Background: an optimization exercise with open tools, aiming at small area and a short achievable clock period. Do not read the settings as production practice. No run shown here included a check of the RTL's function; only the layout flow was run. The flow treats the clock pin as an ideal source, which a real chip does not have. Power and IR drop assume default switching activity.

`flow/design.v`:
```
module mips_ex (
    input wire clk,
    input wire rst_n,
    input wire [32-1:0] id2ex_rs,
    input wire [32-1:0] id2ex_rt,
    input wire [32-1:0] id2ex_imm,
    input wire [32-1:0] id2ex_pc_incr,
    input wire [0+2-1+1+1-1+1+1-1+1+1-1+1+1-1+1+1-1+1+1-1+1+1-1+1+1-1+1+1-1+1+1-1+1+1-1+1+1-1+1+1-1+1+1-1+1+1-1+1+1-1+1-1:0] id2ex_dec_info,
    input wire [5-1:0] id2ex_rd_idx,
    input wire id2ex_rd_wen,
    output wire ex2mem_mem_read,
    output wire ex2mem_mem_write,
    output wire [32-1:0] ex2mem_mem_addr,
    output wire [32-1:0] ex2mem_mem_wdat,
    output wire [5-1:0] ex2mem_rd_idx,
    output wire [ 32-1:0] ex2mem_rd_wdat,
    output wire ex2mem_rd_wen
);
wire [17:0] di = id2ex_dec_info;
wire alu = di[1:0] == 2'd0;
wire agu = di[1:0] == 2'd1;
wire bjp = di[1:0] == 2'd2;
wire op_add  = di[2] | di[3] | di[4] | di[5];
wire op_sub  = di[4] | di[5] | di[13] | di[14];
wire op_and  = di[6];
wire op_or   = di[7];
wire op_xor  = di[8];
wire op_nor  = di[9];
wire op_sll  = di[10];
wire op_srl  = di[11];
wire op_sra  = di[12];
wire op_slt  = di[13];
wire op_sltu = di[14];
wire op_lui  = di[15];
wire op_any  = |di[15:2];
wire [31:0] a = (alu & di[17]) ? id2ex_pc_incr : id2ex_rs;
wire [31:0] b = (agu | alu & di[16]) ? id2ex_imm : id2ex_rt;
wire        sub = alu & op_sub;
wire [31:0] bb  = b ^ {32{sub}};
wire [31:0] p   = a ^ bb;
wire [31:0] g   = a & bb;
wire [32*6-1:0] gk;
wire [32*6-1:0] pk;
assign gk[31:0] = {g[31:1], g[0] | p[0] & sub};
assign pk[31:0] = p;
genvar i, l;
generate
    for (l = 0; l < 5; l = l + 1) begin : g_lvl
        for (i = 0; i < 32; i = i + 1) begin : g_bit
            if ((i >> l) & 1) begin : g_op
                localparam integer J = ((i >> l) << l) - 1;
                assign gk[32*(l+1)+i] = gk[32*l+i] | pk[32*l+i] & gk[32*l+J];
                assign pk[32*(l+1)+i] = pk[32*l+i] & pk[32*l+J];
            end else begin : g_pass
                assign gk[32*(l+1)+i] = gk[32*l+i];
                assign pk[32*(l+1)+i] = pk[32*l+i];
            end
        end
    end
endgenerate
wire [32:0] c   = {gk[32*5+31:32*5], sub};
wire [31:0] sum = p ^ c[31:0];
wire        cout = c[32];
wire lt = cout ^ (op_slt ? p[31] : 1'b1);
wire [4:0]  sh = b[4:0];
wire [31:0] a_rev;
generate
    for (i = 0; i < 32; i = i + 1) begin : g_rev_in
        assign a_rev[i] = a[31-i];
    end
endgenerate
wire [31:0] sx   = op_sll ? a_rev : a;
wire        fill = op_sra & a[31];
wire [31:0] sr   = $signed({fill, sx}) >>> sh;
wire [31:0] sl;
generate
    for (i = 0; i < 32; i = i + 1) begin : g_rev_out
        assign sl[i] = sr[31-i];
    end
endgenerate
wire sel_sum = ~alu | op_add;
wire sel_and = alu & op_and;
wire sel_or  = alu & op_or;
wire sel_xor = alu & op_xor;
wire sel_nor = alu & op_nor;
wire sel_sl  = alu & op_sll;
wire sel_sr  = alu & (op_srl | op_sra);
wire sel_lt  = alu & (op_slt | op_sltu);
wire sel_lui = alu & op_lui;
wire [31:0] res =
    {32{sel_sum}} & sum |
    {32{sel_and}} & g |
    {32{sel_or }} & (p | g) |
    {32{sel_xor}} & p |
    {32{sel_nor}} & ~(p | g) |
    {32{sel_sl }} & sl |
    {32{sel_sr }} & sr |
    {32{sel_lui}} & b |
    {31'd0, sel_lt & lt};
wire addr_v = agu & (di[2] | di[3]);
wire rd_v   = alu & id2ex_rd_wen & op_any | bjp & (di[5] | di[6]);
reg [31:0] res_n_q;   
reg [31:0] rt_q;
reg        addr_n_q, rd_n_q;   
reg        wdat_v_q;
reg        mem_read_q, mem_write_q, rd_wen_q;
reg [4:0]  rd_idx_q;
always @(posedge clk) begin
    res_n_q <= ~res;
    rt_q  <= id2ex_rt;
end
always @(posedge clk) begin
    if (~rst_n) begin
        addr_n_q    <= 1'b1;
        wdat_v_q    <= 1'b0;
        rd_n_q      <= 1'b1;
        mem_read_q  <= 1'b0;
        mem_write_q <= 1'b0;
        rd_wen_q    <= 1'b0;
        rd_idx_q    <= 5'd0;
    end else begin
        addr_n_q    <= ~addr_v;
        wdat_v_q    <= agu;
        rd_n_q      <= ~rd_v;
        mem_read_q  <= agu & di[2];
        mem_write_q <= agu & di[3];
        rd_wen_q    <= id2ex_rd_wen;
        rd_idx_q    <= id2ex_rd_idx;
    end
end
assign ex2mem_mem_read  = mem_read_q;
assign ex2mem_mem_write = mem_write_q;
assign ex2mem_mem_addr  = ~(res_n_q | {32{addr_n_q}});
assign ex2mem_mem_wdat  = rt_q & {32{wdat_v_q}};
assign ex2mem_rd_idx    = rd_idx_q;
assign ex2mem_rd_wdat   = ~(res_n_q | {32{rd_n_q}});
assign ex2mem_rd_wen    = rd_wen_q;
endmodule  
```
`flow/flow/run.sh`:
```
#!/bin/bash
# Own layout flow: the standard flow (standard.sh), with the input and
# output ports buffered by the small sky130_fd_sc_hd__buf_1 instead of the
# delay buffer buffer_ports picks by default. Each step's output goes to a
# log of its own in the work folder.
set -euo pipefail
export BUFFER_PORTS_ARGS="-buffer_cell sky130_fd_sc_hd__buf_1"
bash standard.sh synth > synth.log 2>&1
bash standard.sh floorplan > floorplan.log 2>&1
bash standard.sh place > place.log 2>&1
bash standard.sh cts > cts.log 2>&1
bash standard.sh route > route.log 2>&1
bash standard.sh finish > finish.log 2>&1
```
`flow/constraint.sdc`:
```
create_clock -name core_clock -period 7.0 [get_ports {clk}]
set_input_delay 1.4000 -clock core_clock [delete_from_list [all_inputs] [get_ports {clk}]]
set_output_delay 1.4000 -clock core_clock [all_outputs]
set_load 0.01 [all_outputs]
```
`flow/standard.sh`:
```
#!/bin/bash
# synth_recipe.tcl (not shown) runs the flow's synth.tcl, then flattens the netlist and writes it again
# the make line also repeats each setting of config.mk as NAME=value (left out here)
make -C /OpenROAD-flow-scripts/flow DESIGN_CONFIG=/design/flow/config.mk WORK_HOME=/design/flow/orfs CLKGATE_MAP_FILE= SYNTH_SCRIPT=/design/flow/synth_recipe.tcl "${@:-finish}"
```
`flow/config.mk`:
```
export PLATFORM = sky130hd
export DESIGN_NAME = mips_ex
export DESIGN_NICKNAME = mips_ex
export VERILOG_FILES = /design/flow/design.v
export SDC_FILE = /design/flow/constraint.sdc
export NUM_CORES = 4
export LEC_CHECK = 0
export CAP_MARGIN = 20
export CORE_MARGIN = 5
export CORE_UTILIZATION = 40
export SETUP_SLACK_MARGIN = 2.5
export SLEW_MARGIN = 20
```
==> impl_metrics.py, run 1 <==
metrics = {
    "outcome": {
        "status": "no timing/DRC/antenna violations",
    },
    "detailed_routing": {
        "routed_wl_um": 59500,
        "ant_nets": 0,
        "drc_errors": 0,
        "viasPerCell": 6.54,
        "first_iter_violations": 1712,
        "wl_per_cell_um": 27.7,
        "vias": 14100,
        "dr.pass1.iters": 6,
    },
    "floorplan": {
        "die_h_um": 177,
        "start_util_pct": 40.5,
        "rows": 61,
        "io-pin-count": 258,
        "dieArea_sq_um": 31500,
        "coreArea_sq_um": 27700,
        "die_x_um": 177,
    },
    "logic_synthesis": {
        "muxShareOfSynthArea_pct": 17.1,
        "ys.flop_type": "dfxtp_1",
        "synth_cell_types": 81,
        "synth-xor-area-share_pct": 4.06,
        "ys_async_sr_fraction_pct": 0,
        "synthSimpleGateAreaFrac_pct": 18.7,
        "synth_top_family_by_area": "compound AO/OA/AOI/OAI gates",
        "syn_area_per_cell_sq_um": 7.44,
        "synth_edf_count": 0,
        "synth_compound_area_share_pct": 31.0,
        "syn-instance-count": 1506,
        "synth.yosys.warnings": 1,
        "ys_seq_elements": 75,
        "synth_top_area_share_pct": 13.4,
        "syn_area_sq_um": 11200,
        "ys_seq_area_share_pct": 13.4,
        "yosysTopAreaCell": "dfxtp_1",
        "synth_fp_nets": 1729,
        "yosys.area_share.adder_pct": 8.04,
        "synthTopCellsByArea": "dfxtp_1, mux2i_1, ha_1, nor2_1, a21oi_1",
    },
    "timing": {
        "finalMaxSlewViolations": 0,
        "period_minus_slack_ns": 4.59,
        "rsz0062_at_grt": "true",
        "setup_slack_ns": 2.41,
        "setup_viol": 0,
        "fmax_mhz": 218,
        "setup_tns_ns": 0,
        "hold_viol_final": 0,
        "whs_ns": 1.16,
        "min_period_over_period_pct": 65.6,
        "slew-limit-headroom_pct": 33.8,
        "tightest_slew_ns": 0.992,
    },
    "place": {
        "placed_area_sq_um": 12600,
        "gp_congestion": 1.04,
        "port_buffers": 257,
        "pre_cts_slack_ns": 0.865,
        "dpl.hpwl_um": 43900,
        "place_inst": 2065,
    },
    "finish": {
        "diodes": 0,
        "stdcell_area_sq_um": 14400,
        "area_delta_synth_final_pct": 28.5,
        "register_area_sq_um": 1500,
        "layout-drive-gt1-share_pct": 17.2,
        "final_common_cell": "buf_1",
        "final_cells": 2150,
        "layout_common_cells": "buf_1, nor2_1, nand2_1",
        "multi_input_area_sq_um": 9760,
        "fill_cells": 2714,
        "layout.nets": 1990,
    },
    "run": {
        "cap_violations": 0,
    },
    "critical_path": {
        "cp.arrival_ns": 4.87,
        "path_buf_inv": 7,
        "slowest_stage": "fa_2",
        "path_max_fanout": 9,
        "worstSetupPathType": "in -> reg",
        "slowest_delay_ns": 0.36,
        "cp-end-kind": "register",
        "cp-start-kind": "primary input",
        "crit_family": "compound AO/OA/AOI/OAI gates",
        "crit_top_cell": "buf_6",
        "worstPathRequired_ns": 7.27,
        "cp_cell_sequence": "buf_12 -> o21ba_4 -> buf_6 -> mux2i_4 -> xnor2_4 -> inv_2 -> fa_2 -> nand2b_4 -> a21o_1 -> nand3b_1 -> buf_6 -> a2111oi_4 -> buf_4 -> o31a_1 -> buf_6 -> buf_4 -> xnor2_1 -> a221o_1 -> a211oi_2",
    },
    "clock_tree": {
        "cts_htree_levels": 3,
        "root_buffer": "clkbuf_16",
        "hold_buffers": 0,
        "clkSlewWorstSetupHoldPaths_ns": 0.06,
        "cts_tree": "done",
        "numClockSinks": 75,
        "numCtsBuffers": 9,
        "clock_path_buffers": 2,
    },
    "global_route": {
        "grt_pass1_wl_um": 85200,
        "grt_overflow_total": 0,
        "grt_usage_pct": 35.7,
        "antenna_found_initial": 0,
        "grt_max_degree": 60,
        "grt_pass1_vias": 13000,
    },
    "pwr": {
        "ir_drop_uv": 117,
        "power_density_nw_per_um2": 180,
        "p_leak_nw": 5.83,
    },
    "worst_hold_path": {
        "hold_path_class": "in -> reg",
    },
}
-- flip-flops by register name, indices dropped and copies added (netlist names) --
| register | count |
|---|---|
| mem_write_q | 1 |
| rt_q | 32 |
| rd_idx_q | 5 |
| addr_n_q | 1 |
| res_n_q | 32 |
| rd_wen_q | 1 |
| wdat_v_q | 1 |
| mem_read_q | 1 |
| rd_n_q | 1 |
-- where the power goes --
part	internal [mW]	switching, mW	total, mW
clock network	0.251	0.201	0.452
registers	0.504	0.0596	0.564
logic	0.620	0.955	1.57
total	1.37	1.22	2.59
-- cell type report --
class,instances,share of cell area (%)
Multi-Input combinational cell,1236,67.8
Timing Repair Buffer,362,14.4
Sequential cell,75,10.4
Tap cell,378,3.28
Inverter,83,2.19
Clock buffer,11,1.69
Clock inverter,5,0.261
-- Yosys cell counts, types with 8 or more instances --
library cell and n:
buf_1 12, a32oi_1 13, mux2i_1 115, buf_4 12, ha_1 64, o21ai_0 61, o22ai_1 13, nor2_1 166
o221ai_1 15, buf_2 22, a21oi_1 110, and2_1 53, nor2b_1 8, a211oi_1 28, xnor2_1 46, a221oi_1 44
mux2_2 16, o2111ai_1 9, nand2_1 144, o211ai_1 25, or3_1 8, a21o_1 20, dfxtp_1 75, inv_1 83
o31ai_1 10, nor3_1 27, clkbuf_1 64, o221a_2 11, a31oi_1 10, mux4_2 24, nand3_1 24, o21a_1 13
a22oi_1 21
-- worst paths after layout --
path | from | end | slack [ns] | depth (start not counted)
worst max-delay path | id2ex_dec_info[1] | res_n_q[20] | 2.41 | 19
worst min-delay path | id2ex_rt[5] | rt_q[5] | 1.16 | 1
-- timing repair --
action / CTS / global route
resized for setup: 85 / 69
cloned: 7 / 3
setup endpoints to repair: 32 / 32
setup buffers: 40 / 19
pin swaps: 28 / 23
-- kinds of logic (layout without fill, tap and decap cells) --
kind of cell    after synthesis  count (layout)
compound gates              486             489
xor+xnor                     52              52
fa+ha+maj                    69              69
buf+inv                     200             461
flops                        75              75
mux                         158             158
simple gates                466             468
-- metal layers --
metal | share of wire (%) | vias up | track usage (%)
met2 | 43 | 971 | 56.2
li1 | - | 6152 | -
met1 | 39 | 6743 | 46.4
met5 | 0 | - | 0
met3 | 10 | 202 | 6.39
met4 | 7.0 | 0 | 19.2
-- through the flow --
stage / power [mW] / util [%]
finish: 2.59 / 52.0
global route: 2.71 / 52.0
CTS: 2.45 / 49.7
detailed placement: 1.89 / 45.6
global placement: 1.88 / 45.5
floorplan: 1.44 / -
==> run 2, diff against run 1 <==
--- a/flow/config.mk
+++ b/flow/config.mk
@@ -8,5 +8,4 @@
 export CAP_MARGIN = 20
 export CORE_MARGIN = 5
 export CORE_UTILIZATION = 40
-export SETUP_SLACK_MARGIN = 2.5
 export SLEW_MARGIN = 20
==> impl_metrics.py, run 2 <==
metrics = {
    "timing": {
        "hold_viol_final": 0,
        "rsz0062_at_grt": "false",
        "setup_viol": 0,
        "slew-limit-headroom_pct": 24.9,
        "fmax_mhz": 170,
        "whs_ns": 1.17,
        "tightest_slew_ns": 1.13,
        "finalMaxSlewViolations": 0,
        "setup_tns_ns": 0,
        "period_minus_slack_ns": 5.88,
        "min_period_over_period_pct": 84.0,
    },
    "logic_synthesis": {
        "syn_area_sq_um": 11200,
        "syn_area_per_cell_sq_um": 7.44,
        "synth_top_family_by_area": "compound AO/OA/AOI/OAI gates",
        "synth-xor-area-share_pct": 4.06,
        "synth_top_cells_by_count": "nor2_1, nand2_1, mux2i_1",
        "synth_compound_area_share_pct": 31.0,
        "ys_seq_area_share_pct": 13.4,
        "ys_async_sr_fraction_pct": 0,
        "synth.yosys.warnings": 1,
        "yosys.area_share.adder_pct": 8.04,
        "synth_top_area_share_pct": 13.4,
        "synth_edf_count": 0,
        "synthTopCellsByArea": "dfxtp_1, mux2i_1, ha_1, nor2_1, a21oi_1",
        "ys.flop_type": "dfxtp_1",
        "yosysTopAreaCell": "dfxtp_1",
        "synthSimpleGateAreaFrac_pct": 18.7,
        "synth_fp_nets": 1729,
        "ys_seq_elements": 75,
        "yosysMostFrequentCell": "nor2_1",
        "syn-instance-count": 1506,
        "muxShareOfSynthArea_pct": 17.1,
        "synth_cell_types": 81,
    },
    "global_route": {
        "grt_overflow_total": 0,
        "grtUsageMet3_pct": 6.65,
        "grt_pass1_vias": 12400,
        "grt_usage_pct": 33.3,
        "antenna_found_initial": 1,
        "grt_pass1_wl_um": 79500,
        "grt.met1_usage_pct": 43.1,
        "grt.busiest_layer": "met2",
        "met2_usage_pct": 52.1,
        "grt_max_degree": 59,
    },
    "pwr": {
        "power_switching_mw": 1.12,
        "ir_drop_uv": 119,
        "p_comb_share_pct": 54.1,
        "p_leak_nw": 5.26,
        "cellInternalPower_mw": 1.37,
        "power_density_nw_per_um2": 194,
        "swShare_pct": 45.0,
        "seq_power_share_pct": 22.5,
        "pwr-share-clk_pct": 23.5,
    },
    "detailed_routing": {
        "routed_wl_um": 54800,
        "ant_nets": 0,
        "drc_errors": 0,
        "viasPerCell": 6.40,
        "vias": 13300,
        "dr.pass1.iters": 5,
        "wl_per_cell_um": 26.4,
        "first_iter_violations": 1717,
    },
    "place": {
        "dpl.hpwl_um": 43100,
        "gp_congestion": 1.05,
        "port_buffers": 257,
    },
    "clock_tree": {
        "root_buffer": "clkbuf_16",
        "ctsResizeCount": 0,
        "numCtsBuffers": 9,
        "cts_setup_buffers": 0,
        "hold_buffers": 0,
        "cts_htree_levels": 3,
        "cts_tree": "done",
        "numClockSinks": 75,
        "clock_path_buffers": 2,
        "clkSlewWorstSetupHoldPaths_ns": 0.07,
    },
    "floorplan": {
        "die_h_um": 177,
        "io-pin-count": 258,
        "dieArea_sq_um": 31500,
        "rows": 61,
        "die_x_um": 177,
        "start_util_pct": 40.5,
        "coreArea_sq_um": 27700,
    },
    "outcome": {
        "status": "no timing/DRC/antenna violations",
    },
    "run": {
        "cap_violations": 0,
    },
    "critical_path": {
        "worstSetupPathType": "in -> reg",
        "worstPathRequired_ns": 7.30,
        "cp-start-kind": "primary input",
        "path_max_fanout": 46,
        "cp-end-kind": "register",
        "cp.arrival_ns": 6.17,
    },
    "worst_hold_path": {
        "hold_path_class": "in -> reg",
    },
    "finish": {
        "layout-drive-gt1-share_pct": 7.41,
        "final_common_cell": "buf_1",
        "layout.nets": 1920,
        "top_regs": "res_n_q x32, rt_q x32, rd_idx_q x5",
        "layout_common_cells": "buf_1, nor2_1, nand2_1",
        "diodes": 0,
        "area_delta_synth_final_pct": 14.2,
    },
}
-- run 2: cell counts after synthesis --
Identical to the previous run, type by type.
-- run 2: final cells by class --
type	count	area (sq um)
clock buffers	9	225
well taps	378	473
repair buffers	297	1270
clock inverters	6	138
flip-flops and latches	75	1500
fillers	2913	14900
multi-input cells	1231	8890
inverters	83	312
-- run 2: per-stage QoR --
stage / power (mW) / worst slack [ns] / utilization (%) / cell area, sq um / std cells
floorplan: 1.40 / 1.12 / - / 11200 / 1506
global placement: 1.86 / 0.972 / 44.9 / 12400 / 2064
detailed placement: 1.86 / 0.873 / 44.9 / 12400 / 2064
CTS: 2.45 / 1.23 / 46.2 / 12800 / 2079
global route: 2.60 / 0.754 / 46.2 / 12800 / 2079
finish: 2.49 / 1.12 / 46.2 / 12800 / 2079
-- run 2: worst paths after layout --
check	from	to	slack [ns]	cells after the start
min	id2ex_rt[11]	rt_q[11]	1.17	1
max	id2ex_dec_info[0]	res_n_q[17]	1.12	15
-- run 2: logic make-up (layout without fill, tap and decap cells) --
family                     Yosys count  count (layout)
AOI/OAI and AO/OA                  486             486
buffers and inverters              200             395
and+or+nand+nor                    466             466
muxes                              158             158
DFF                                 75              75
xor gates and xnor gates            52              52
adders and majority gates           69              69
-- run 2: critical path, stage by stage --
cell and delay (ns):
buf_1 0.42, o21ba_4 0.81, mux2i_1 0.36, xnor2_1 0.13, ha_1 0.40, and3_1 0.23
a21o_1 0.18, o21a_1 0.20, a211oi_1 0.44, o21bai_1 0.19, fa_1 0.46, a32oi_1 0.18
o21ai_0 0.11, a211oi_1 0.36, o221a_2 0.25
-- run 2: power by group through the flow --
| stage | clock, mW | sequential (mW) | combinational, mW |
|---|---|---|---|
| 6_report | 0.584 | 0.559 | 1.35 |
| 5_1_grt | 0.608 | 0.569 | 1.43 |
| 4_1_cts | 0.587 | 0.559 | 1.30 |
| 3_5_place_dp | 0 | 0.569 | 1.30 |
| 3_3_place_gp | 0 | 0.567 | 1.29 |
| 2_1_floorplan | 0 | 0.540 | 0.862 |
-- run 2: layer usage --
metal / wire length, um / part of all wire, %
met2: 23600 / 43
met4: 3420 / 6.2
met3: 6160 / 11
met1: 21600 / 39
met5: 0 / 0
==> run 3, diff against run 2 <==
==> flow/flow/run.sh (replaced) <==
#!/bin/bash
# Own layout flow. It is the standard flow (standard.sh) with two changes:
#  1. After the standard synthesis, the combinational logic is mapped again
#     with ABC using flow/remap.abc. The flip-flops are kept as they are
#     (same instances, names and cells). The new netlist is proved equivalent
#     to the standard one before it is used.
#  2. The input and output ports are buffered with sky130_fd_sc_hd__buf_1
#     instead of the delay buffer that buffer_ports picks by default.
# Each tool's output goes to a log of its own in the work folder.
set -euo pipefail
W=$(pwd)
F=$W/flow
export BUFFER_PORTS_ARGS="-buffer_cell sky130_fd_sc_hd__buf_1"

bash standard.sh synth > 1_synth_standard.log 2>&1

R=$W/orfs/results/$FLOW_PLATFORM/mips_ex/base
L=$W/orfs/logs/$FLOW_PLATFORM/mips_ex/base
LIB=$(ls $FLOW_HOME/platforms/$FLOW_PLATFORM/lib/sky130_fd_sc_hd__tt_025C_1v80.lib)
YOSYS=$(command -v yosys || echo $FLOW_HOME/../tools/install/yosys/bin/yosys)
DU=$(grep -o -- "-dont_use [A-Za-z0-9_]*" $L/1_2_yosys.log | sort -u | tr '\n' ' ')
cp $R/1_2_yosys.v $W/standard_netlist.v

$YOSYS -p "
read_liberty -ignore_miss_func $LIB;
read_verilog $W/standard_netlist.v;
hierarchy -top $FLOW_TOP;
blackbox sky130_fd_sc_hd__df* sky130_fd_sc_hd__edf* sky130_fd_sc_hd__sdf* sky130_fd_sc_hd__sedf* sky130_fd_sc_hd__dl*;
flatten;
opt_clean;
abc -liberty $LIB $DU -script $F/remap.abc;
setundef -zero;
splitnets;
opt_clean -purge;
hilomap -singleton -hicell sky130_fd_sc_hd__conb_1 HI -locell sky130_fd_sc_hd__conb_1 LO;
insbuf -buf sky130_fd_sc_hd__buf_4 A X;
stat -liberty $LIB;
write_verilog -noattr -nohex -nodec $W/remapped_netlist.v
" > 1_remap_yosys.log 2>&1

# Prove the remapped netlist equivalent to the standard one (registers
# matched by instance name).
$YOSYS -p "
read_liberty -ignore_miss_func $LIB;
read_verilog $W/standard_netlist.v; rename $FLOW_TOP gold;
read_verilog $W/remapped_netlist.v; rename $FLOW_TOP gate;
flatten gold gate; opt_clean;
rename -hide gold/w:_* gate/w:_*;
equiv_make gold gate equiv;
hierarchy -top equiv;
equiv_simple -undef; equiv_induct -undef; equiv_status -assert
" > 1_remap_equiv.log 2>&1

cp $W/remapped_netlist.v $R/1_2_yosys.v
rm -f $R/1_synth.odb
bash standard.sh synth > 1_synth_odb.log 2>&1
bash standard.sh floorplan > 2_floorplan.log 2>&1
bash standard.sh place > 3_place.log 2>&1
bash standard.sh cts > 4_cts.log 2>&1
bash standard.sh route > 5_route.log 2>&1
bash standard.sh finish > 6_finish.log 2>&1
==> flow/flow/remap.abc (new file) <==
strash
dch -f
map
buffer -p
upsize -D 2500
dnsize -D 2500
topo
stime -c
--- a/flow/config.mk
+++ b/flow/config.mk
@@ -8,4 +8,5 @@
 export CAP_MARGIN = 20
 export CORE_MARGIN = 5
 export CORE_UTILIZATION = 40
+export SETUP_SLACK_MARGIN = 3.2
 export SLEW_MARGIN = 20
==> impl_metrics.py, run 3 <==
metrics = {
    "clock_tree": {
        "numClockSinks": 75,
        "clkSlewWorstSetupHoldPaths_ns": 0.08,
        "hold_buffers": 0,
        "numCtsBuffers": 9,
        "clock_path_buffers": 2,
        "cts_htree_levels": 3,
        "cts_tree": "done",
        "root_buffer": "clkbuf_16",
    },
    "timing": {
        "whs_ns": 1.16,
        "rsz0062_at_grt": "true",
        "slew-limit-headroom_pct": 30.3,
        "finalMaxSlewViolations": 0,
        "hold_viol_final": 0,
        "fmax_mhz": 248,
        "setup_slack_ns": 2.96,
        "period_minus_slack_ns": 4.04,
        "setup_viol": 0,
        "min_period_over_period_pct": 57.7,
        "tightest_slew_ns": 1.04,
        "setup_tns_ns": 0,
    },
    "critical_path": {
        "cp.arrival_ns": 4.29,
        "cp-start-kind": "primary input",
        "path_max_fanout": 4,
        "worstSetupPathType": "in -> reg",
        "cp-end-kind": "register",
        "crit_start": "id2ex_dec_info[13]",
        "cp-endpoint": "res_n_q[2]",
        "worstPathRequired_ns": 7.26,
    },
    "finish": {
        "layout-drive-gt1-share_pct": 26.7,
        "fill_cells": 2512,
        "diodes": 0,
        "layout.nets": 2467,
        "final_cells": 2653,
        "layout_common_cells": "nand2_1, buf_1, nor2_1",
        "area_delta_synth_final_pct": 55.8,
        "final_common_cell": "nand2_1",
        "top_regs": "res_n_q x32, rt_q x32, rd_idx_q x5",
    },
    "pwr": {
        "power.total_mw": 2.78,
        "p_leak_nw": 7.08,
        "ir_drop_uv": 128,
        "power_density_nw_per_um2": 172,
    },
    "outcome": {
        "status": "no timing/DRC/antenna violations",
    },
    "logic_synthesis": {
        "syn_area_sq_um": 10400,
        "syn-instance-count": 1913,
        "syn_area_per_cell_sq_um": 5.44,
        "synth.yosys.warnings": 1,
        "synth_fp_nets": 2067,
    },
    "place": {
        "port_buffers": 257,
        "gp_congestion": 1.07,
        "dpl.hpwl_um": 49500,
        "pre_cts_slack_ns": 1.21,
        "place_inst": 2457,
    },
    "detailed_routing": {
        "drc_errors": 0,
        "vias": 17600,
        "routed_wl_um": 71700,
        "viasPerCell": 6.62,
        "wl_per_cell_um": 27.0,
        "dr.pass1.iters": 9,
        "first_iter_violations": 2697,
        "ant_nets": 0,
    },
    "global_route": {
        "grt_pass1_wl_um": 99100,
        "grtUsageMet3_pct": 8.50,
        "grt_max_degree": 54,
        "met2_usage_pct": 68.0,
        "grt_pass1_vias": 15900,
        "grt.met1_usage_pct": 54.4,
        "grt_overflow_total": 0,
        "grt_usage_pct": 44.6,
        "grt.busiest_layer": "met2",
        "antenna_found_initial": 0,
    },
    "floorplan": {
        "die_x_um": 171,
        "io-pin-count": 258,
        "rows": 59,
        "start_util_pct": 40.3,
        "die_h_um": 171,
        "dieArea_sq_um": 29300,
        "coreArea_sq_um": 25800,
    },
    "worst_hold_path": {
        "hold_path_class": "in -> reg",
    },
    "run": {
        "cap_violations": 0,
    },
}
[run 3: cell type report]
class | instances | area, sq um | share of cell area, %
clock inverters | 7 | 71.3 | 0.440
flip-flops and latches | 75 | 1500 | 9.26
clock buffers | 9 | 225 | 1.39
repair buffers | 479 | 3410 | 21.0
multi-input cells | 1541 | 9800 | 60.4
well taps | 335 | 419 | 2.58
inverters | 207 | 791 | 4.88
[run 3: stage by stage]
stage	util [%]	area, sq um
2_1_floorplan	-	10500
4_1_cts	56.7	14700
6_report	62.8	16200
3_5_place_dp	45.8	11800
3_3_place_gp	45.8	11800
5_1_grt	62.8	16200
[run 3: worst min-delay path by stage]
stage | startpoint | end | cells after the start
4_1_cts | id2ex_rt[29] | rt_q[29] | 1
3_5_place_dp | id2ex_rt[31] | rt_q[31] | 1
3_3_place_gp | id2ex_rt[30] | rt_q[30] | 1
5_1_grt | id2ex_rt[26] | rt_q[26] | 1
6_report | id2ex_rt[30] | rt_q[30] | 1
2_1_floorplan | id2ex_rt[0] | rt_q[0] | 0
[run 3: worst max-delay path, stage by stage]
cell and delay [ns]:
buf_2 0.18, nor4_1 0.66, o2bb2ai_1 0.13, nand3_1 0.18, o21ai_2 0.12, buf_4 0.15, nand2_1 0.08, nor2_1 0.05
o32ai_1 0.74, o221ai_1 0.29, nor3_1 0.30
[run 3: routing by layer]
layer / wire [um] / part of all wire (%)
met1: 24900 / 35
met2: 29600 / 41
met3: 9280 / 13
met4: 7850 / 11
met5: 0 / 0
[run 3: report_power, final]
group	internal, mW	leakage, nW	switching (mW)
Clock	0.251	0.139	0.249
Sequential	0.488	0.628	0.0300
Combinational	0.634	6.31	1.13
Total	1.37	7.08	1.41
[run 3: what timing repair did]
item,CTS,global route
pin swaps,88,117
gates resized for setup,367,236
endpoints found under the setup margin,32,32
buffers inserted,98,50
cloned,20,12
==> run 4, diff against run 3 <==
--- a/flow/config.mk
+++ b/flow/config.mk
@@ -8,5 +8,5 @@
 export CAP_MARGIN = 20
 export CORE_MARGIN = 5
 export CORE_UTILIZATION = 40
-export SETUP_SLACK_MARGIN = 3.2
+export SETUP_SLACK_MARGIN = 2.5
 export SLEW_MARGIN = 20
==> impl_metrics.py, run 4 <==
metrics = {
    "clock_tree": {
        "clock_path_buffers": 2,
        "numCtsBuffers": 9,
        "numClockSinks": 75,
        "hold_buffers": 0,
        "cts_tree": "done",
        "cts_htree_levels": 3,
        "clkSlewWorstSetupHoldPaths_ns": 0.08,
        "root_buffer": "clkbuf_16",
    },
    "logic_synthesis": {
        "syn-instance-count": 1913,
        "synth_fp_nets": 2067,
        "syn_area_sq_um": 10400,
        "synth.yosys.warnings": 1,
        "syn_area_per_cell_sq_um": 5.44,
    },
    "global_route": {
        "grt_pass1_wl_um": 88700,
        "antenna_found_initial": 1,
        "grt_max_degree": 107,
        "grt_usage_pct": 40.2,
        "grt_overflow_total": 0,
        "grt_pass1_vias": 14100,
    },
    "finish": {
        "layout_common_cells": "nand2_1, buf_1, nor2_1",
        "top_regs": "res_n_q x32, rt_q x32, rd_idx_q x5",
        "fin_util_pct": 48.8,
        "fill_cells": 2915,
        "area_delta_synth_final_pct": 21.0,
        "layout.nets": 2308,
        "layout-drive-gt1-share_pct": 6.90,
        "final_common_cell": "nand2_1",
    },
    "critical_path": {
        "path_buf_inv": 4,
        "worstSetupPathType": "in -> reg",
        "crit_top_cell": "nand4_1",
        "path_max_fanout": 35,
        "cp-start-kind": "primary input",
        "crit_cells": 17,
        "cp-end-kind": "register",
        "slowest_stage": "a221oi_1",
        "slowest_delay_ns": 0.30,
        "crit_family": "simple AND/OR/NAND/NOR gates",
        "cp-endpoint": "res_n_q[0]",
        "cp_cell_sequence": "buf_1 -> nor3b_4 -> buf_12 -> buf_6 -> nand2_1 -> o21ai_0 -> nand3_1 -> a22oi_2 -> nand4_1 -> o211ai_1 -> o21ai_1 -> buf_4 -> nand4_1 -> nand4_1 -> nand2_1 -> nand4_1 -> a221oi_1",
        "worstPathRequired_ns": 7.27,
        "cp.arrival_ns": 4.72,
        "crit_start": "id2ex_dec_info[17]",
    },
    "timing": {
        "fmax_mhz": 224,
        "setup_tns_ns": 0,
        "period_minus_slack_ns": 4.46,
        "min_period_over_period_pct": 63.7,
        "finalMaxSlewViolations": 0,
        "slew-limit-headroom_pct": 22.1,
        "hold_viol_final": 0,
        "setup_viol": 0,
        "rsz0062_at_grt": "true",
        "tightest_slew_ns": 1.16,
    },
    "floorplan": {
        "die_h_um": 171,
        "start_util_pct": 40.3,
        "dieArea_sq_um": 29300,
        "rows": 59,
        "io-pin-count": 258,
        "coreArea_sq_um": 25800,
        "die_x_um": 171,
    },
    "place": {
        "gp_congestion": 1.13,
        "dpl.hpwl_um": 49400,
        "port_buffers": 257,
    },
    "pwr": {
        "power.total_mw": 2.28,
        "ir_drop_uv": 108,
        "power_density_nw_per_um2": 181,
        "p_leak_nw": 5.62,
    },
    "detailed_routing": {
        "viasPerCell": 6.28,
        "dr.pass1.iters": 8,
        "ant_nets": 0,
        "routed_wl_um": 62700,
        "drc_errors": 0,
        "wl_per_cell_um": 25.1,
        "vias": 15700,
        "first_iter_violations": 2205,
    },
    "outcome": {
        "status": "no timing/DRC/antenna violations",
    },
    "worst_hold_path": {
        "hold_path_class": "in -> reg",
    },
    "run": {
        "cap_violations": 0,
    },
}
[run 4: per-stage QoR]
step,hold slack [ns],cells,setup WS (ns),area (sq um)
floorplan,1.43,1913,3.04,10400
global placement,1.52,2458,1.56,11800
detailed placement,1.53,2458,1.41,11800
CTS,1.15,2482,2.48,12300
global route,1.17,2495,2.42,12600
finish,1.16,2495,2.54,12600
[run 4: power breakdown]
group	internal (mW)	switching (mW)
sequential	0.488	0.0320
combinational	0.377	0.892
clock	0.251	0.242
[run 4: area by class of cell]
class,count,area (sq um),share of cell area [%]
inverters,207,781,6.20
flip-flops and latches,75,1500,11.9
clock inverters,7,71.3,0.566
well taps,335,419,3.33
diodes,1,2.50,0.0199
multi-input cells,1539,8020,63.7
repair buffers,322,1570,12.5
clock buffers,9,225,1.79
[run 4: how the worst min path moves through the flow]
stage	startpoint	endpoint	slack [ns]	cells after the start
2_1_floorplan	id2ex_rt[0]	rt_q[0]	1.43	0
3_3_place_gp	id2ex_rt[31]	rt_q[31]	1.52	1
3_5_place_dp	id2ex_rt[30]	rt_q[30]	1.53	1
4_1_cts	id2ex_rt[30]	rt_q[30]	1.15	1
5_1_grt	id2ex_rt[6]	rt_q[6]	1.17	1
6_report	id2ex_rt[31]	rt_q[31]	1.16	1
[run 4: layer usage]
| layer | part of all wire (%) | GRT usage (%) | vias to the layer above | routed length [um] |
|---|---|---|---|---|
| met5 | 0 | 0 | - | 0 |
| met4 | 8.9 | 29.1 | 0 | 5550 |
| met3 | 11 | 6.60 | 251 | 6590 |
| met2 | 44 | 64.1 | 1087 | 27300 |
| met1 | 37 | 48.9 | 7203 | 23300 |
| li1 | - | - | 7138 | - |
[run 4: what timing repair did]
item	CTS	global route
setup endpoints to repair	32	27
cloned	1	4
setup buffers	7	8
resized for setup	32	62
pin swaps	1	6
==> run 5, diff against run 4 <==
--- a/flow/design.v
+++ b/flow/design.v
@@ -39,17 +39,16 @@
 wire [31:0] bb  = b ^ {32{sub}};
 wire [31:0] p   = a ^ bb;
 wire [31:0] g   = a & bb;
+genvar i, l;
 wire [32*6-1:0] gk;
 wire [32*6-1:0] pk;
 assign gk[31:0] = {g[31:1], g[0] | p[0] & sub};
 assign pk[31:0] = p;
-genvar i, l;
 generate
     for (l = 0; l < 5; l = l + 1) begin : g_lvl
         for (i = 0; i < 32; i = i + 1) begin : g_bit
             if ((i >> l) & 1) begin : g_op
-                localparam integer J = ((i >> l) << l) - 1;
-                assign gk[32*(l+1)+i] = gk[32*l+i] | pk[32*l+i] & gk[32*l+J];
+                localparam integer J = ((i >> l) << l) - 1;                assign gk[32*(l+1)+i] = gk[32*l+i] | pk[32*l+i] & gk[32*l+J];
                 assign pk[32*(l+1)+i] = pk[32*l+i] & pk[32*l+J];
             end else begin : g_pass
                 assign gk[32*(l+1)+i] = gk[32*l+i];
@@ -58,26 +57,18 @@
         end
     end
 endgenerate
-wire [32:0] c   = {gk[32*5+31:32*5], sub};
-wire [31:0] sum = p ^ c[31:0];
+wire [32:0] c    = {gk[32*5+31:32*5], sub};
+wire [31:0] sum  = p ^ c[31:0];
 wire        cout = c[32];
 wire lt = cout ^ (op_slt ? p[31] : 1'b1);
-wire [4:0]  sh = b[4:0];
-wire [31:0] a_rev;
-generate
-    for (i = 0; i < 32; i = i + 1) begin : g_rev_in
-        assign a_rev[i] = a[31-i];
-    end
-endgenerate
-wire [31:0] sx   = op_sll ? a_rev : a;
+wire [4:0]  sh   = b[4:0];
 wire        fill = op_sra & a[31];
-wire [31:0] sr   = $signed({fill, sx}) >>> sh;
-wire [31:0] sl;
-generate
-    for (i = 0; i < 32; i = i + 1) begin : g_rev_out
-        assign sl[i] = sr[31-i];
-    end
-endgenerate
+wire [31:0] sr   = $signed({fill, a}) >>> sh;
+wire [31:0] sl   = a << sh;
+wire [31:0] r_and = g;
+wire [31:0] r_or  = p | g;
+wire [31:0] r_xor = p;
+wire [31:0] r_nor = ~(p | g);
 wire sel_sum = ~alu | op_add;
 wire sel_and = alu & op_and;
 wire sel_or  = alu & op_or;
@@ -89,39 +80,38 @@
 wire sel_lui = alu & op_lui;
 wire [31:0] res =
     {32{sel_sum}} & sum |
-    {32{sel_and}} & g |
-    {32{sel_or }} & (p | g) |
-    {32{sel_xor}} & p |
-    {32{sel_nor}} & ~(p | g) |
+    {32{sel_and}} & r_and |
+    {32{sel_or }} & r_or |
+    {32{sel_xor}} & r_xor |
+    {32{sel_nor}} & r_nor |
     {32{sel_sl }} & sl |
     {32{sel_sr }} & sr |
     {32{sel_lui}} & b |
     {31'd0, sel_lt & lt};
 wire addr_v = agu & (di[2] | di[3]);
 wire rd_v   = alu & id2ex_rd_wen & op_any | bjp & (di[5] | di[6]);
-reg [31:0] res_n_q;   
+reg [31:0] res_q;
 reg [31:0] rt_q;
-reg        addr_n_q, rd_n_q;   
-reg        wdat_v_q;
+reg        addr_v_q, wdat_v_q, rd_v_q;
 reg        mem_read_q, mem_write_q, rd_wen_q;
 reg [4:0]  rd_idx_q;
 always @(posedge clk) begin
-    res_n_q <= ~res;
+    res_q <= res;
     rt_q  <= id2ex_rt;
 end
 always @(posedge clk) begin
     if (~rst_n) begin
-        addr_n_q    <= 1'b1;
+        addr_v_q    <= 1'b0;
         wdat_v_q    <= 1'b0;
-        rd_n_q      <= 1'b1;
+        rd_v_q      <= 1'b0;
         mem_read_q  <= 1'b0;
         mem_write_q <= 1'b0;
         rd_wen_q    <= 1'b0;
         rd_idx_q    <= 5'd0;
     end else begin
-        addr_n_q    <= ~addr_v;
+        addr_v_q    <= addr_v;
         wdat_v_q    <= agu;
-        rd_n_q      <= ~rd_v;
+        rd_v_q      <= rd_v;
         mem_read_q  <= agu & di[2];
         mem_write_q <= agu & di[3];
         rd_wen_q    <= id2ex_rd_wen;
@@ -130,9 +120,9 @@
 end
 assign ex2mem_mem_read  = mem_read_q;
 assign ex2mem_mem_write = mem_write_q;
-assign ex2mem_mem_addr  = ~(res_n_q | {32{addr_n_q}});
+assign ex2mem_mem_addr  = res_q & {32{addr_v_q}};
 assign ex2mem_mem_wdat  = rt_q & {32{wdat_v_q}};
 assign ex2mem_rd_idx    = rd_idx_q;
-assign ex2mem_rd_wdat   = ~(res_n_q | {32{rd_n_q}});
+assign ex2mem_rd_wdat   = res_q & {32{rd_v_q}};
 assign ex2mem_rd_wen    = rd_wen_q;
 endmodule  
--- a/flow/flow/run.sh
+++ b/flow/flow/run.sh
@@ -21,6 +21,7 @@
 DU=$(grep -o -- "-dont_use [A-Za-z0-9_]*" $L/1_2_yosys.log | sort -u | tr '\n' ' ')
 cp $R/1_2_yosys.v $W/standard_netlist.v
 
+remap_ok=1
 $YOSYS -p "
 read_liberty -ignore_miss_func $LIB;
 read_verilog $W/standard_netlist.v;
@@ -36,10 +37,11 @@
 insbuf -buf sky130_fd_sc_hd__buf_4 A X;
 stat -liberty $LIB;
 write_verilog -noattr -nohex -nodec $W/remapped_netlist.v
-" > 1_remap_yosys.log 2>&1
+" > 1_remap_yosys.log 2>&1 || remap_ok=0
 
 # Prove the remapped netlist equivalent to the standard one (registers
 # matched by instance name).
+remap_ok=1
 $YOSYS -p "
 read_liberty -ignore_miss_func $LIB;
 read_verilog $W/standard_netlist.v; rename $FLOW_TOP gold;
@@ -49,11 +51,13 @@
 equiv_make gold gate equiv;
 hierarchy -top equiv;
 equiv_simple -undef; equiv_induct -undef; equiv_status -assert
-" > 1_remap_equiv.log 2>&1
+" > 1_remap_equiv.log 2>&1 || remap_ok=0
 
-cp $W/remapped_netlist.v $R/1_2_yosys.v
-rm -f $R/1_synth.odb
-bash standard.sh synth > 1_synth_odb.log 2>&1
+if [[ $remap_ok == 1 ]]; then
+  cp $W/remapped_netlist.v $R/1_2_yosys.v
+  rm -f $R/1_synth.odb
+  bash standard.sh synth > 1_synth_odb.log 2>&1
+fi
 bash standard.sh floorplan > 2_floorplan.log 2>&1
 bash standard.sh place > 3_place.log 2>&1
 bash standard.sh cts > 4_cts.log 2>&1
==> flow/flow/remap.abc (replaced) <==
strash
dc2
dch -f
map
topo
buffer -p
upsize -D 2500
dnsize -D 2500
topo
stime -c
==> impl_metrics.py, run 5 <==
metrics = {
    "pwr": {
        "power_density_nw_per_um2": 187,
        "power_switching_mw": 1.07,
        "swShare_pct": 49.5,
        "pwr-share-clk_pct": 22.8,
        "p_comb_share_pct": 53.3,
        "power.total_mw": 2.15,
        "ir_drop_uv": 106,
        "cellInternalPower_mw": 1.09,
        "seq_power_share_pct": 24.0,
        "p_leak_nw": 5.42,
    },
    "finish": {
        "area_delta_synth_final_pct": 29.0,
        "layout.nets": 2075,
        "layout_common_cells": "nand2_1, nor2_1, buf_1",
        "stdcell_area_sq_um": 11500,
        "final_cells": 2206,
        "top_regs": "res_q x32, rt_q x32, rd_idx_q x5",
        "fin_util_pct": 52.5,
        "diodes": 0,
        "final_common_cell": "nand2_1",
        "layout-drive-gt1-share_pct": 10.8,
    },
    "timing": {
        "period_minus_slack_ns": 4.71,
        "hold_viol_final": 0,
        "whs_ns": 1.15,
        "rsz0062_at_grt": "true",
        "min_period_over_period_pct": 67.2,
        "tightest_slew_ns": 1.01,
        "slew-limit-headroom_pct": 32.4,
        "setup_slack_ns": 2.29,
        "setup_viol": 0,
        "fmax_mhz": 212,
        "setup_tns_ns": 0,
        "finalMaxSlewViolations": 0,
    },
    "floorplan": {
        "io-pin-count": 258,
        "die_h_um": 159,
        "dieArea_sq_um": 25400,
        "coreArea_sq_um": 21900,
        "rows": 54,
        "die_x_um": 159,
        "start_util_pct": 40.7,
    },
    "clock_tree": {
        "clkSlewWorstSetupHoldPaths_ns": 0.07,
        "cts_tree": "done",
        "hold_buffers": 0,
        "cts_htree_levels": 3,
        "clock_path_buffers": 2,
        "numCtsBuffers": 9,
        "root_buffer": "clkbuf_16",
        "numClockSinks": 75,
    },
    "logic_synthesis": {
        "syn_area_per_cell_sq_um": 5.40,
        "syn_area_sq_um": 8910,
        "synth.yosys.warnings": 1,
        "syn-instance-count": 1651,
        "synth_fp_nets": 1805,
    },
    "critical_path": {
        "path_max_fanout": 18,
        "crit_top_cell": "o21ai_0",
        "worstPathRequired_ns": 7.29,
        "worstSetupPathType": "in -> reg",
        "cp_cell_sequence": "buf_12 -> o21bai_4 -> buf_4 -> nand2_1 -> nand2_2 -> clkinv_1 -> buf_4 -> nor2_1 -> nor2_1 -> nand2_1 -> o21ai_0 -> o21ai_0 -> o221ai_1 -> nand4_1 -> a21oi_1 -> o21ai_0",
        "slowest_stage": "o21ai_0",
        "slowest_delay_ns": 0.71,
        "cp.arrival_ns": 5.00,
        "cp-end-kind": "register",
        "cp-start-kind": "primary input",
    },
    "detailed_routing": {
        "vias": 13400,
        "first_iter_violations": 2057,
        "viasPerCell": 6.05,
        "routed_wl_um": 52300,
        "ant_nets": 0,
        "wl_per_cell_um": 23.7,
        "dr.pass1.iters": 7,
        "drc_errors": 0,
    },
    "place": {
        "pre_cts_slack_ns": 0.897,
        "dpl.hpwl_um": 40100,
        "port_buffers": 257,
        "gp_congestion": 1.12,
        "placed_area_sq_um": 10200,
        "place_inst": 2145,
    },
    "global_route": {
        "antenna_found_initial": 1,
        "grt_pass1_vias": 11800,
        "grt_max_degree": 67,
        "grt_usage_pct": 37.6,
        "grt_pass1_wl_um": 74000,
        "grt_overflow_total": 0,
    },
    "worst_hold_path": {
        "hold_path_class": "in -> reg",
    },
    "outcome": {
        "status": "no timing/DRC/antenna violations",
    },
    "run": {
        "cap_violations": 0,
    },
}
[run 5: final cells by class]
class                      count  area, sq um
tap                          280          350
sequential                    75         1500
timing repair buffer         330         1720
clock inverter                 7         65.1
fill                        2341        10400
multi-input combinational   1257         6700
inverter                     248          935
clock buffer                   9          225
[run 5: power groups by stage]
| stage | Clock [mW] | Sequential, mW | Combinational (mW) |
|---|---|---|---|
| after floorplan | 0 | 0.514 | 0.625 |
| after global placement | 0 | 0.525 | 0.988 |
| after detailed placement | 0 | 0.525 | 0.984 |
| after CTS | 0.487 | 0.515 | 1.02 |
| after global routing | 0.508 | 0.522 | 1.21 |
| final | 0.491 | 0.516 | 1.15 |
[run 5: worst paths after layout]
| path | from | to | slack, ns | cells after the start |
|---|---|---|---|---|
| worst max-delay path | id2ex_dec_info[0] | res_q[27] | 2.29 | 16 |
| worst min-delay path | id2ex_rt[13] | rt_q[13] | 1.15 | 1 |
[run 5: what timing repair did]
action                     in CTS  in global routing
setup buffers                  18                 22
pin swaps                       7                 23
hold endpoints to repair        0                  0
cloned                          3                  2
setup endpoints to repair      32                 27
gates resized for setup        77                112
[run 5: metal layers]
layer	global-route usage, %	vias up	part of all wire (%)
met5	0	-	0.036
met4	13.4	2	4.7
met3	9.97	209	15
met2	55.8	1114	41
met1	52.5	5996	40
li1	-	6032	-
[run 5: worst max-delay path: cells and delay by family]
kind / cells / cell delay [ns]
simple gates: 6 / 1.14
compound gates: 6 / 1.78
buf+inv: 4 / 0.65
==> run 6, diff against run 5 <==
--- a/flow/config.mk
+++ b/flow/config.mk
@@ -8,5 +8,5 @@
 export CAP_MARGIN = 20
 export CORE_MARGIN = 5
 export CORE_UTILIZATION = 40
-export SETUP_SLACK_MARGIN = 2.5
+export SETUP_SLACK_MARGIN = 3.0
 export SLEW_MARGIN = 20
==> impl_metrics.py, run 6 <==
metrics = {
    "outcome": {
        "status": "no timing/DRC/antenna violations",
    },
    "logic_synthesis": {
        "syn-instance-count": 1651,
        "synth.yosys.warnings": 1,
        "synth_fp_nets": 1805,
        "syn_area_sq_um": 8910,
        "syn_area_per_cell_sq_um": 5.40,
    },
    "timing": {
        "hold_viol_final": 0,
        "setup_tns_ns": 0,
        "tightest_slew_ns": 0.978,
        "min_period_over_period_pct": 64.0,
        "rsz0062_at_grt": "true",
        "whs_ns": 1.16,
        "finalMaxSlewViolations": 0,
        "slew-limit-headroom_pct": 34.8,
        "setup_viol": 0,
        "fmax_mhz": 223,
        "period_minus_slack_ns": 4.48,
    },
    "floorplan": {
        "io-pin-count": 258,
        "start_util_pct": 40.7,
        "die_x_um": 159,
        "rows": 54,
        "dieArea_sq_um": 25400,
        "coreArea_sq_um": 21900,
        "die_h_um": 159,
    },
    "critical_path": {
        "path_max_fanout": 6,
        "cp-start-kind": "primary input",
        "cp-end-kind": "register",
        "worstSetupPathType": "in -> reg",
        "slowest_delay_ns": 0.27,
        "cp.arrival_ns": 4.76,
        "crit_start": "id2ex_dec_info[1]",
        "slowest_stage": "nand4_1",
        "crit_top_cell": "buf_6",
        "worstPathRequired_ns": 7.28,
        "cp_cell_sequence": "buf_16 -> nor2_4 -> clkinvlp_4 -> nor2_4 -> buf_8 -> nand2_1 -> nand3_4 -> nand4_1 -> o21ai_1 -> nand2_1 -> o2bb2ai_2 -> nand2_2 -> nand4_1 -> nand2_1 -> nand4_1 -> buf_4 -> buf_6 -> buf_6 -> buf_6 -> buf_6 -> buf_6 -> nand3_2 -> nand2_1 -> o21ai_1",
    },
    "detailed_routing": {
        "viasPerCell": 6.05,
        "met2_wirelength_um": 22200,
        "first_iter_violations": 1959,
        "wl_met3_um": 7880,
        "wl_per_cell_um": 23.5,
        "vias": 13800,
        "wl_met1_um": 21000,
        "dr.pass1.iters": 6,
        "drc_errors": 0,
        "ant_nets": 0,
        "top_layer_used": "met4",
        "routed_wl_um": 53800,
    },
    "global_route": {
        "grt_overflow_total": 0,
        "grt_usage_pct": 38.6,
        "grt_pass1_vias": 12400,
        "antenna_found_initial": 1,
        "grt_pass1_wl_um": 76600,
        "grt_max_degree": 47,
    },
    "run": {
        "cap_violations": 0,
    },
    "place": {
        "dpl.hpwl_um": 39500,
        "placed_area_sq_um": 10200,
        "port_buffers": 257,
        "gp_congestion": 1.08,
    },
    "worst_hold_path": {
        "hold_depth": 1,
        "hold_path_class": "in -> reg",
        "hold_start": "id2ex_rt[15]",
    },
    "pwr": {
        "ir_drop_uv": 101,
        "pwr-share-clk_pct": 21.1,
        "p_comb_share_pct": 56.4,
        "power_switching_mw": 1.11,
        "p_leak_nw": 5.98,
        "cellInternalPower_mw": 1.17,
        "power_density_nw_per_um2": 180,
        "swShare_pct": 48.7,
        "seq_power_share_pct": 22.5,
    },
    "clock_tree": {
        "root_buffer": "clkbuf_16",
        "cts_tree": "done",
        "clock_path_buffers": 2,
        "numCtsBuffers": 9,
        "clkSlewWorstSetupHoldPaths_ns": 0.08,
        "hold_buffers": 0,
        "numClockSinks": 75,
        "cts_htree_levels": 3,
    },
    "finish": {
        "layout-drive-gt1-share_pct": 18.8,
        "area_delta_synth_final_pct": 42.8,
        "top_regs": "res_q x32, rt_q x32, rd_idx_q x5",
        "layout.nets": 2157,
        "stdcell_area_sq_um": 12700,
        "fin_util_pct": 58.1,
        "layout_common_cells": "nand2_1, nor2_1, buf_1",
        "final_common_cell": "nand2_1",
        "diodes": 0,
    },
}
[run 6: cell types whose count changed in the layout (fill, tap and decap cells not counted), sizes merged]
cell	before	now
buf	326	409
clkbuf	13	10
nor3b	3	4
nor2	270	271
[run 6: power groups by stage]
| stage | Clock [mW] | Sequential (mW) | Combinational, mW |
|---|---|---|---|
| 2_1_floorplan | 0 | 0.514 | 0.626 |
| 3_3_place_gp | 0 | 0.521 | 0.982 |
| 3_5_place_dp | 0 | 0.523 | 0.981 |
| 4_1_cts | 0.484 | 0.513 | 1.14 |
| 5_1_grt | 0.501 | 0.519 | 1.36 |
| 6_report | 0.481 | 0.514 | 1.29 |
[run 6: layer usage]
layer	GRT usage, %	vias up
li1	-	6220
met1	52.2	6248
met2	57.6	1146
met3	12.1	220
met4	14.0	0
met5	0	-
[run 6: metrics by stage]
step	setup slack [ns]	cells	total power [mW]
after global placement	1.27	2146	1.50
after global routing	2.44	2288	2.38
after floorplan	2.99	1651	1.14
after CTS	2.85	2249	2.14
after detailed placement	1.16	2146	1.50
final	2.52	2288	2.29
[run 6: worst max-delay path: cells and delay by family]
family                 cells  cell delay (ns)
and+or+nand+nor           12             1.62
buffers and inverters      9             1.15
AOI/OAI and AO/OA          3             0.56
[run 6: area by class of cell]
| cell class | count | area (sq um) |
|---|---|---|
| clock buffer | 9 | 225 |
| clock inverter | 7 | 65.1 |
| fill | 2168 | 9160 |
| inverter | 248 | 940 |
| multi-input combinational | 1259 | 7230 |
| sequential | 75 | 1500 |
| tap | 280 | 350 |
| timing repair buffer | 410 | 2420 |
[run 6: timing repair]
item,CTS,global route
hold endpoints to repair,0,0
endpoints found under the setup margin,32,32
gates cloned,7,0
resized for setup,258,106
setup buffers,80,39
pin swaps,32,42
[run 6: path summary, 6_finish.rpt]
check                 slack, ns        end
worst min-delay path       1.16   rt_q[15]
worst max-delay path       2.52  res_q[23]
==> run 7, diff against run 6 <==
--- a/flow/design.v
+++ b/flow/design.v
@@ -90,28 +90,29 @@
     {31'd0, sel_lt & lt};
 wire addr_v = agu & (di[2] | di[3]);
 wire rd_v   = alu & id2ex_rd_wen & op_any | bjp & (di[5] | di[6]);
-reg [31:0] res_q;
+reg [31:0] res_n_q;   
 reg [31:0] rt_q;
-reg        addr_v_q, wdat_v_q, rd_v_q;
+reg        addr_n_q, rd_n_q;   
+reg        wdat_v_q;
 reg        mem_read_q, mem_write_q, rd_wen_q;
 reg [4:0]  rd_idx_q;
 always @(posedge clk) begin
-    res_q <= res;
+    res_n_q <= ~res;
     rt_q  <= id2ex_rt;
 end
 always @(posedge clk) begin
     if (~rst_n) begin
-        addr_v_q    <= 1'b0;
+        addr_n_q    <= 1'b1;
         wdat_v_q    <= 1'b0;
-        rd_v_q      <= 1'b0;
+        rd_n_q      <= 1'b1;
         mem_read_q  <= 1'b0;
         mem_write_q <= 1'b0;
         rd_wen_q    <= 1'b0;
         rd_idx_q    <= 5'd0;
     end else begin
-        addr_v_q    <= addr_v;
+        addr_n_q    <= ~addr_v;
         wdat_v_q    <= agu;
-        rd_v_q      <= rd_v;
+        rd_n_q      <= ~rd_v;
         mem_read_q  <= agu & di[2];
         mem_write_q <= agu & di[3];
         rd_wen_q    <= id2ex_rd_wen;
@@ -120,9 +121,9 @@
 end
 assign ex2mem_mem_read  = mem_read_q;
 assign ex2mem_mem_write = mem_write_q;
-assign ex2mem_mem_addr  = res_q & {32{addr_v_q}};
+assign ex2mem_mem_addr  = ~(res_n_q | {32{addr_n_q}});
 assign ex2mem_mem_wdat  = rt_q & {32{wdat_v_q}};
 assign ex2mem_rd_idx    = rd_idx_q;
-assign ex2mem_rd_wdat   = res_q & {32{rd_v_q}};
+assign ex2mem_rd_wdat   = ~(res_n_q | {32{rd_n_q}});
 assign ex2mem_rd_wen    = rd_wen_q;
 endmodule  
--- a/flow/config.mk
+++ b/flow/config.mk
@@ -7,6 +7,7 @@
 export LEC_CHECK = 0
 export CAP_MARGIN = 20
 export CORE_MARGIN = 5
-export CORE_UTILIZATION = 40
+export CORE_UTILIZATION = 60
+export CTS_BUF_LIST = sky130_fd_sc_hd__clkbuf_8
 export SETUP_SLACK_MARGIN = 3.0
 export SLEW_MARGIN = 20
==> impl_metrics.py, run 7 <==
metrics = {
    "clock_tree": {
        "cts_htree_levels": 3,
        "root_buffer": "clkbuf_8",
        "clock_path_buffers": 2,
        "numCtsBuffers": 9,
    },
    "logic_synthesis": {
        "syn-instance-count": 1586,
        "syn_area_sq_um": 8730,
        "synth_fp_nets": 1740,
        "synth.yosys.warnings": 1,
        "syn_area_per_cell_sq_um": 5.51,
    },
    "floorplan": {
        "rows": 44,
        "die_h_um": 131,
        "io-pin-count": 258,
        "start_util_pct": 60.5,
        "die_x_um": 131,
    },
    "place": {
        "dpl.hpwl_um": 33100,
        "place_inst": 1985,
        "port_buffers": 257,
        "placed_area_sq_um": 9850,
        "gp_congestion": 1.22,
    },
    "global_route": {
        "grt_max_degree": 51,
        "antenna_found_initial": 10,
        "grt_overflow_total": 40,
        "grt_usage_pct": 76.6,
    },
    "timing": {
        "endpoint_type": "register input",
        "worst_endpoint": "res_n_q[31]$_DFF_P_/D",
    },
    "outcome": {
        "haltStage": "global routing (5_1_grt)",
        "status": "stopped before the end",
        "error_message": "[ERROR GRT-0232] Routing congestion too high. Check the congestion heatmap in the GUI.",
    },
}
## run 7: per-stage QoR
stage / setup slack (ns) / util [%]
3_5_place_dp: 1.58 / 68.3
4_1_cts: 2.91 / 76.4
2_1_floorplan: 3.00 / -
3_3_place_gp: 1.70 / 68.3
## run 7: repair_timing
item                                    in CTS
resized for setup                          139
setup buffers                               55
hold buffers                                 0
endpoints found under the setup margin      32
pin swaps                                   23
cloned                                       3
## run 7: worst max-delay path by stage
stage                                  from     endpoint
after CTS                 id2ex_dec_info[1]  res_n_q[19]
after detailed placement  id2ex_dec_info[0]  res_n_q[19]
after global placement    id2ex_dec_info[0]  res_n_q[20]
after floorplan           id2ex_dec_info[0]  res_n_q[30]
## run 7: layer usage
| layer | GRT overflow | track usage (%) |
|---|---|---|
| met1 | 4 | 76.8 |
| met4 | 18 | 70.5 |
| met3 | 3 | 67.8 |
| met5 | 0 | 41.5 |
| met2 | 15 | 89.4 |
## run 7: power by group through the flow
stage | Sequential (mW) | Combinational (mW) | Clock [mW]
floorplan | 0.531 | 0.608 | 0
global placement | 0.541 | 0.888 | 0
detailed placement | 0.544 | 0.897 | 0
CTS | 0.534 | 1.02 | 0.388
==> run 8, diff against run 7 <==
--- a/flow/config.mk
+++ b/flow/config.mk
@@ -7,7 +7,7 @@
 export LEC_CHECK = 0
 export CAP_MARGIN = 20
 export CORE_MARGIN = 5
-export CORE_UTILIZATION = 60
+export CORE_UTILIZATION = 40
 export CTS_BUF_LIST = sky130_fd_sc_hd__clkbuf_8
-export SETUP_SLACK_MARGIN = 3.0
+export SETUP_SLACK_MARGIN = 2.6
 export SLEW_MARGIN = 20
==> impl_metrics.py, run 8 <==
metrics = {
    "outcome": {
        "status": "no timing/DRC/antenna violations",
    },
    "floorplan": {
        "io-pin-count": 258,
        "dieArea_sq_um": 24900,
        "start_util_pct": 40.3,
        "coreArea_sq_um": 21700,
        "die_h_um": 158,
        "die_x_um": 158,
        "rows": 54,
    },
    "clock_tree": {
        "clkSlewWorstSetupHoldPaths_ns": 0.10,
        "numCtsBuffers": 9,
        "hold_buffers": 0,
        "root_buffer": "clkbuf_8",
        "cts_tree": "done",
        "cts_htree_levels": 3,
        "numClockSinks": 75,
        "clock_path_buffers": 2,
    },
    "timing": {
        "tightest_slew_ns": 1.05,
        "finalMaxSlewViolations": 0,
        "rsz0062_at_grt": "true",
        "hold_viol_final": 0,
        "fmax_mhz": 223,
        "setup_viol": 0,
        "min_period_over_period_pct": 64.0,
        "slew-limit-headroom_pct": 29.8,
        "whs_ns": 1.13,
        "setup_tns_ns": 0,
        "period_minus_slack_ns": 4.48,
    },
    "critical_path": {
        "worstPathRequired_ns": 7.30,
        "cp-end-kind": "register",
        "cp.arrival_ns": 4.78,
        "cp-start-kind": "primary input",
        "worstSetupPathType": "in -> reg",
        "path_max_fanout": 16,
    },
    "global_route": {
        "antenna_found_initial": 2,
        "met2_usage_pct": 57.6,
        "grt.busiest_layer": "met2",
        "grt_pass1_vias": 11400,
        "grt_usage_pct": 38.4,
        "grt_overflow_total": 0,
        "grt_max_degree": 55,
        "grt.met1_usage_pct": 52.1,
        "grt_pass1_wl_um": 71600,
        "grtUsageMet3_pct": 11.6,
    },
    "finish": {
        "layout_common_cells": "nand2_1, buf_1, nor2_1",
        "area_delta_synth_final_pct": 29.2,
        "layout-drive-gt1-share_pct": 11.7,
        "top_regs": "res_n_q x32, rt_q x32, rd_idx_q x5",
        "layout.nets": 2024,
        "final_cells": 2155,
        "final_common_cell": "nand2_1",
        "diodes": 0,
        "fin_util_pct": 52.0,
    },
    "run": {
        "cap_violations": 0,
    },
    "detailed_routing": {
        "ant_nets": 0,
        "routed_wl_um": 52100,
        "vias": 13100,
        "viasPerCell": 6.09,
        "first_iter_violations": 1945,
        "dr.pass1.iters": 6,
        "drc_errors": 0,
        "wl_per_cell_um": 24.2,
    },
    "logic_synthesis": {
        "synth_fp_nets": 1740,
        "syn-instance-count": 1586,
        "syn_area_sq_um": 8730,
        "synth.yosys.warnings": 1,
        "syn_area_per_cell_sq_um": 5.51,
    },
    "worst_hold_path": {
        "hold_path_class": "in -> reg",
        "hold_depth": 1,
    },
    "place": {
        "dpl.hpwl_um": 39800,
        "port_buffers": 257,
        "gp_congestion": 1.08,
        "place_inst": 2092,
    },
    "pwr": {
        "ir_drop_uv": 91.1,
        "p_leak_nw": 5.09,
        "power_density_nw_per_um2": 182,
    },
}
-- run 8: final timing paths --
kind               from     endpoint  slack [ns]
min         id2ex_rt[5]      rt_q[5]        1.13
max   id2ex_dec_info[1]  res_n_q[31]        2.52
-- run 8: metal layers --
layer  wire length (um)  part of all wire, %  up-vias
met1              20300                   39     5903
li1                   -                    -     5946
met2              21800                   42     1077
met5                  0                    0        -
met3               7860                   15      188
met4               2200                  4.2        0
-- run 8: report_power, final --
| group | internal (mW) | switching, mW |
|---|---|---|
| clock | 0.179 | 0.204 |
| sequential | 0.494 | 0.0381 |
| combinational | 0.355 | 0.788 |
| total | 1.03 | 1.03 |
-- run 8: layout make-up --
class | instances | area [sq um]
Fill cell | 2308 | 10400
Timing Repair inverter | 2 | 12.5
Clock buffer | 10 | 138
Inverter | 212 | 807
Tap cell | 280 | 350
Multi-Input combinational cell | 1235 | 6670
Sequential cell | 75 | 1500
Clock inverter | 6 | 71.3
Timing Repair Buffer | 335 | 1730
-- run 8: metrics by stage --
stage	total power [mW]	instance area [sq um]	setup WS, ns
after floorplan	1.14	8730	2.94
after global placement	1.51	10000	1.28
after detailed placement	1.50	10000	1.25
after CTS	1.93	10700	2.57
after global routing	2.15	11300	2.43
final	2.06	11300	2.52
-- run 8: worst max-delay path: stages --
cell	delay, ns
buf_12	0.13
o21bai_4	0.20
buf_12	0.17
nand2_1	0.12
nand4_1	0.23
a32oi_2	0.38
o22ai_4	0.13
nand3_4	0.10
nand3_2	0.10
nand3_2	0.11
nand3_2	0.10
nand3_2	0.12
nand4_1	0.20
a21oi_4	0.31
a41oi_4	0.21
o211ai_1	0.26
nand3_1	0.14
nand3_2	0.15
nand2_2	0.07
a21oi_2	0.14
-- run 8: timing repair --
item,in CTS,in global routing
gates cloned,6,2
pin swaps,7,27
hold endpoints to repair,0,0
setup endpoints to repair,32,28
setup buffers,15,23
resized for setup,60,119

static timing again, ports no longer ideal:
The flow's constraints put no driver on any port. The routed layouts listed below were extracted and timed again, unchanged, in two steps.
Step 1 sets driving cells, clkbuf_16 on the clock port and buf_2 on the other inputs (assumed; they add their load-dependent delay and slew).
Step 2 adds t to the input delays and takes it off the output delays; t is the mean of the earliest and latest rising clock arrival at the registers after step 1. Input paths then give back, and output paths get back, about the clock's delay inside the block.
Three values: ideal ports, drivers, drivers and shift; two values: the first two.
run | t (ns) | slack for setup (ns) | clock arrival spread, ns | worst slew at a driven data input, ns | pins driven straight from the clock port
run 1 | 0.397 | 2.408 / 2.410 / 2.013 | 0.011 / 0.010 | 0.08 | 1
run 2 | 0.393 | 1.122 / 1.143 / 0.751 | 0.010 / 0.011 | 0.06 | 1
run 3 | 0.406 | 2.963 / 2.934 / 2.528 | 0.017 / 0.018 | 0.17 | 1
run 4 | 0.404 | 2.542 / 2.557 / 2.153 | 0.014 / 0.014 | 0.08 | 1
run 5 | 0.405 | 2.294 / 2.292 / 1.887 | 0.017 / 0.017 | 0.07 | 1
run 6 | 0.389 | 2.519 / 2.493 / 2.104 | 0.016 / 0.016 | 0.09 | 1
run 8 | 0.413 | 2.521 / 2.498 / 2.085 | 0.015 / 0.014 | 0.08 | 1
After both steps setup and hold are still met in every run listed. The setup slack of run 8, which loses most, moves by -0.023 ns with the drivers and by -0.436 ns with both steps.
